This design comes from an exercise in tuning for small area and a short achievable clock period on the open sky130 flow, not from production work. Function was checked by simulation only, so behaviour that the tests miss may differ from the original. Power is estimated from default activity; no workload was simulated.

==> flow/design.v <==
module square_cell #(
	parameter WIDTH = 4,
	parameter STEP = 0
)(
	input clk,     
	input rst_n,   
	input valid_din,
	input [2 * WIDTH - 1:0]radicand,
	input [WIDTH - 1:0]last_dout,
	input [2 * WIDTH - 1:0]remainder_din,
	output reg valid_dout,
	output reg [2 * WIDTH - 1:0]radicand_dout,
	output reg [WIDTH - 1:0]this_dout,
	output reg [2 * WIDTH - 1:0]remainder_dout
);
wire [2 * WIDTH - 1:0]target_data = {remainder_din[2 * WIDTH - 3:0],radicand[2 * STEP +:2]};
wire [2 * WIDTH - 1:0]try_data = {{(WIDTH - 2){1'b0}},last_dout,2'b01};
always @(posedge clk or negedge rst_n) begin
	if(~rst_n) begin
		{valid_dout,radicand_dout,this_dout,remainder_dout} <= 'b0;
	end else begin
		valid_dout <= valid_din;
		radicand_dout <= radicand;
		if(target_data >= try_data) begin
			this_dout <= {last_dout[WIDTH - 2:0],1'b1};
			remainder_dout <= target_data - try_data;
		end else begin
			this_dout <= {last_dout[WIDTH - 2:0],1'b0};
			remainder_dout <= target_data;
		end
	end
end
endmodule
module square_extractor #(
	parameter WIDTH = 32
)(
	input clk,     
	input rst_n,   
	input din_valid,
	input [2 * WIDTH - 1:0]radicand,
	output dout_valid,
	output [WIDTH - 1:0]dout,
	output [2 * WIDTH - 1:0]remainder
);
genvar i;
generate
	for (i = WIDTH - 1; i >= 0; i = i - 1) begin:square
		wire [2 * WIDTH - 1:0]remainder_dout,remainder_din;
		wire [WIDTH - 1:0]this_dout,last_dout;
		wire [2 * WIDTH - 1:0]radicand_dout,radicand_din;
		wire valid_dout,valid_din;
		if(i == WIDTH - 1) begin
			assign remainder_din = 'b0;
			assign last_dout = 'b0;
			assign radicand_din = radicand;
			assign valid_din = din_valid;
		end else begin
			assign remainder_din = square[i + 1].remainder_dout;
			assign last_dout = square[i + 1].this_dout;
			assign radicand_din = square[i + 1].radicand_dout;
			assign valid_din = square[i + 1].valid_dout;
		end
		square_cell #(
			.WIDTH(WIDTH),
			.STEP(i)
		) u_square_cell (
			.clk(clk),     
			.rst_n(rst_n),   
			.valid_din(valid_din),
			.radicand(radicand_din),
			.last_dout(last_dout),
			.remainder_din(remainder_din),
			.valid_dout(valid_dout),
			.radicand_dout(radicand_dout),
			.this_dout(this_dout),
			.remainder_dout(remainder_dout)
		);
	end
endgenerate
assign dout_valid = square[0].valid_dout;
assign dout = square[0].this_dout;
assign remainder = square[0].remainder_dout;
endmodule
==> flow/run.sh <==
#!/bin/bash
# synth_recipe.tcl (not shown) runs the flow's synth.tcl, then flattens the netlist and writes it again
# the make line also repeats each setting of config.mk as NAME=value (left out here)
make -C /OpenROAD-flow-scripts/flow DESIGN_CONFIG=/design/flow/config.mk WORK_HOME=/design/flow/orfs CLKGATE_MAP_FILE= SYNTH_SCRIPT=/design/flow/synth_recipe.tcl finish
==> flow/config.mk <==
export PLATFORM = sky130hd
export DESIGN_NAME = square_extractor
export DESIGN_NICKNAME = square_extractor
export VERILOG_FILES = /design/flow/design.v
export SDC_FILE = /design/flow/constraint.sdc
export NUM_CORES = 8
export LEC_CHECK = 0
export CAP_MARGIN = 20
export CORE_MARGIN = 2
export CORE_UTILIZATION = 40
export SLEW_MARGIN = 20
==> flow/constraint.sdc <==
create_clock -name core_clock -period 5.5 [get_ports {clk}]
set_input_delay 1.1000 -clock core_clock [delete_from_list [all_inputs] [get_ports {clk}]]
set_output_delay 1.1000 -clock core_clock [all_outputs]
set_load 0.01 [all_outputs]
==> summary.md <==
| Metric | Value |
|---|---|
| Vias per cell | `5.12` |
| Pwr Total | `69.6 mW` |
| Max FO, Critical Path | `47` |
| Unrepaired setup endpoints after global routing | `false` |
| CTS resizes | `0` |
| Leakage | `74.1 nW` |
| CTS tree | `built` |
| Layout cell share with drive strength beyond 1 | `6.94%` |
| End of the critical path | `square[9].u_square_cell.remainder_dout[60]` |
| DR vias | `95005` |
| Min-Delay Path Class | `primary input to async pin` |
| Grt total ovfl | `0` |
| Die ar. | `371000 µm²` |
| Initial antenna violation count | `7` |
| # IOs | `164` |
| CTS Sinks | `3431` |
| Iter 0 DRT Violations | `6127` |
| Std-Cell Rows | `222` |
| Mapped Nets | `13716` |
| Detailed placement HPWL | `248000 µm` |
| Final core occ | `45.8%` |
| Worst endpoint required time | `6.29 ns` |
| Seq cells post-synth | `3431` |
| Relative slew slack | `30.0%` |
| Filler Cell Count | `33440` |
| Reg2reg path depth | `10` |
| Peak Freq | `205 MHz` |
| Largest net degree at the start of global routing | `194` |
| Chip height | `609 µm` |
| Crit share post-route | `88.8%` |
| FF-to-FF End | `square[9].u_square_cell.remainder_dout[60]` |
| Post-CTS setup buffers | `0` |
| Final max-slew violation count | `0` |
| Vias in the first global route | `96840` |
| Initial core utilization | `40.1%` |
| CTS max path bufs | `4` |
| Yosys cell types | `93` |
| Synthesized area | `147000 µm²` |
| WL/cell | `17.7 µm` |
| TritonCTS buffer count | `372` |
| Worst flop-to-flop path startpoint | `square[10].u_square_cell.remainder_dout[22]` |
| # port buffers | `163` |
| Max_cap viols | `0` |
| Critical path class | `register to register` |
| Final TNS setup | `0 ns` |
| CTS H-tree depth | `5` |
| CTS Root Cell | `clkbuf_16` |
| CP startpoint kind | `register` |
| Die W | `609 µm` |
| GP Congestion | `0.924` |
| Yosys warnings | `32` |
| Status | `complete, no violations` |
| Pwr/cell area | `416 nW/µm²` |
| CTS Hold Bufs | `0` |
| # DRC | `0` |
| Synth top area cells | `dfrtp_1 59%, xor2_1 5.6%, ha_1 4.8%` |
| Core Footprint | `365000 µm²` |
| Internal reg-to-reg setup slack | `0.62 ns` |
| Post-synthesis instance total | `13085` |
| First-pass GRT wire length | `531000 µm` |
| Final Hold Viols | `0` |
| Number of synthesized flops with an enable pin | `0` |
| Worst VDD drop | `301 µV` |
| Yosys top cell area share | `58.6%` |
| Clock Skews | `0.0647 ns` |
| Seq/Total Area, Yosys | `58.6%` |
| CTS clk-pin slew, worst paths | `0.06 ns` |
| DRT Pass-1 Iters | `9` |
| Total global-route track usage | `17.7%` |
| Main synth FF type | `dfrtp_1` |
| Mean Syn Cell Area | `11.2 µm²` |
| CP startpoint | `square[10].u_square_cell.remainder_dout[22]` |
| Worst Tran Pin Value | `1.05 ns` |
| Skew-Pair Late Insertion Delay | `0.94 ns` |
| Post-route antenna net violation count | `0` |
| Area Growth Syn to Fin | `14.1%` |
| Final setup violation count | `0` |
| Fraction of registers with async set or reset after synthesis | `100%` |
| Arr. time, crit path | `5.68 ns` |
| Fin nets | `14068` |
| Setup crit end kind | `register` |
| DRT Wirelength | `330000 µm` |
| Cell taking the most area after synthesis | `dfrtp_1` |
| Fin crit period | `4.88 ns` |
## registers in the layout, indices dropped and copies added (netlist names)
| signal | cells |
|---|---|
| square.u_square_cell.radicand_dout | 992 |
| square.u_square_cell.valid_dout | 32 |
| square.u_square_cell.remainder_dout | 1879 |
| square.u_square_cell.this_dout | 528 |
## through the flow
step / cells / setup WS [ns] / hold slack [ns] / instance area [µm²]
2_1_floorplan: 13085 / 1.54 / 0.331 / 147000
3_3_place_gp: 17878 / 0.816 / 0.331 / 154000
3_5_place_dp: 17879 / 0.635 / 0.335 / 154000
4_1_cts: 18555 / 0.639 / 0.122 / 167000
5_1_grt: 18564 / 0.328 / 0.144 / 167000
6_report: 18571 / 0.617 / 0.183 / 167000
## cells in the final DEF, fill, tap and decap left out, types with 162 or more instances in the layout
master / n
nor4_1: 311
nor2_1: 963
nor3_1: 533
or3_1: 256
xnor2_1: 724
o21ai_0: 510
clkdlybuf4s50_1: 162
nand2b_1: 166
ha_1: 564
dfrtp_1: 3431
nand2_1: 895
a21oi_1: 719
or4_1: 206
xor2_1: 940
a21o_1: 237
clkbuf_16: 375
inv_1: 744
nand3_1: 241
## worst min-delay path by stage
stage	start	to	slack [ns]	depth (start not counted)
6_report	rst_n	square[2].u_square_cell.remainder_dout[0]	0.18	1
2_1_floorplan	square[1].u_square_cell.valid_dout	square[0].u_square_cell.valid_dout	0.33	0
4_1_cts	rst_n	square[2].u_square_cell.remainder_dout[0]	0.12	1
5_1_grt	rst_n	square[2].u_square_cell.remainder_dout[0]	0.14	1
3_5_place_dp	square[11].u_square_cell.radicand_dout[4]	square[10].u_square_cell.radicand_dout[4]	0.33	0
3_3_place_gp	square[29].u_square_cell.radicand_dout[2]	square[28].u_square_cell.radicand_dout[2]	0.33	0
## synth_stat cells (62+ instances only)
cell         n
nand2_1    896
nand2b_1   166
or3_1      256
nand4_1    155
nand3_1    241
nor4_1     311
ha_1       564
o21bai_1    62
or4_1      206
o31ai_1     68
mux2_2      72
nor3_1     536
dfrtp_1   3431
a21oi_1    721
o21a_1      92
nor2_1     964
o21ai_0    511
xor2_1     940
or2_2       87
a21o_1     237
inv_1      744
clkbuf_1   265
xnor2_1    724
nor2b_1     93
## logic make-up (layout without fill, tap and decap cells)
family	Yosys count	after routing	share of synthesized area, %
mux	79	79	0.601
buf+inv	1048	1702	2.72
xor+xnor	1664	1664	9.94
flops	3431	3431	58.6
compound gates	2063	2063	8.63
other cells	1	17	0.00256
simple gates	4235	4235	14.7
fa+ha+maj	564	564	4.81
## area by class of cell
cell class              count  area (µm²)  share of cell area (%)
multi-input cells        8606       56900                    34.0
inverters                 751        2820                    1.68
flip-flops and latches   3431       85900                    51.3
diodes                     16        40.0                  0.0239
clock inverters           161        2140                    1.28
well taps                4816        6030                    3.60
clock buffers             515       10700                    6.40
repair buffers            275        2860                    1.71
## worst max-delay path, stage by stage (launching register included)
cell and delay, ns:
dfrtp_1 0.45, or3_1 0.50, nor4_1 0.79, nand4_1 0.32, or4_1 0.69, a211o_1 0.31
a31o_2 0.52, o211ai_1 0.48, or3_1 0.43, nor4_1 0.11, xor2_1 0.16
## routing by layer
metal / wire (µm) / track usage [%] / vias to the layer above
li1: - / - / 45789
met1: 139000 / 22.2 / 46602
met2: 161000 / 30.5 / 1923
met3: 13700 / 2.61 / 691
met4: 15600 / 7.72 / 0
met5: 0 / 0 / -
## where the power goes
group	internal, mW	leakage [nW]	total (mW)	switching [mW]
sequential	29.6	38.1	33.8	4.27
combinational	4.52	29.7	10.3	5.74
clock	15.3	6.27	25.5	10.2
total	49.4	74.1	69.6	20.2

==> static timing again, ports no longer ideal <==
The results above use ideal ports. As a check the final layout listed here was re-extracted and re-timed, cells and wires unchanged. Step 1: set_driving_cell puts a clkbuf_16 on clk and a buf_2 on each other input, an assumption about the parent block. Step 2 moves the port delays by t, midway between the first and last clock arrival at a register: inputs arrive t later, outputs are due t later. That takes back most of the time a late clock gives input paths. Slacks: no drivers / after step 1 / after step 2; pairs: no drivers / after step 1.
t, ns: 1.020
setup WS [ns]: 0.617 / 0.617 / 0.617
hold slack, ns: 0.183 / 0.166 / 0.318
worst slew at a driven data input, ns: 0.08
After both steps this run still meets setup and hold. For this run, drivers alone change the setup slack by 0.000 ns; drivers and shift together by 0.000 ns.
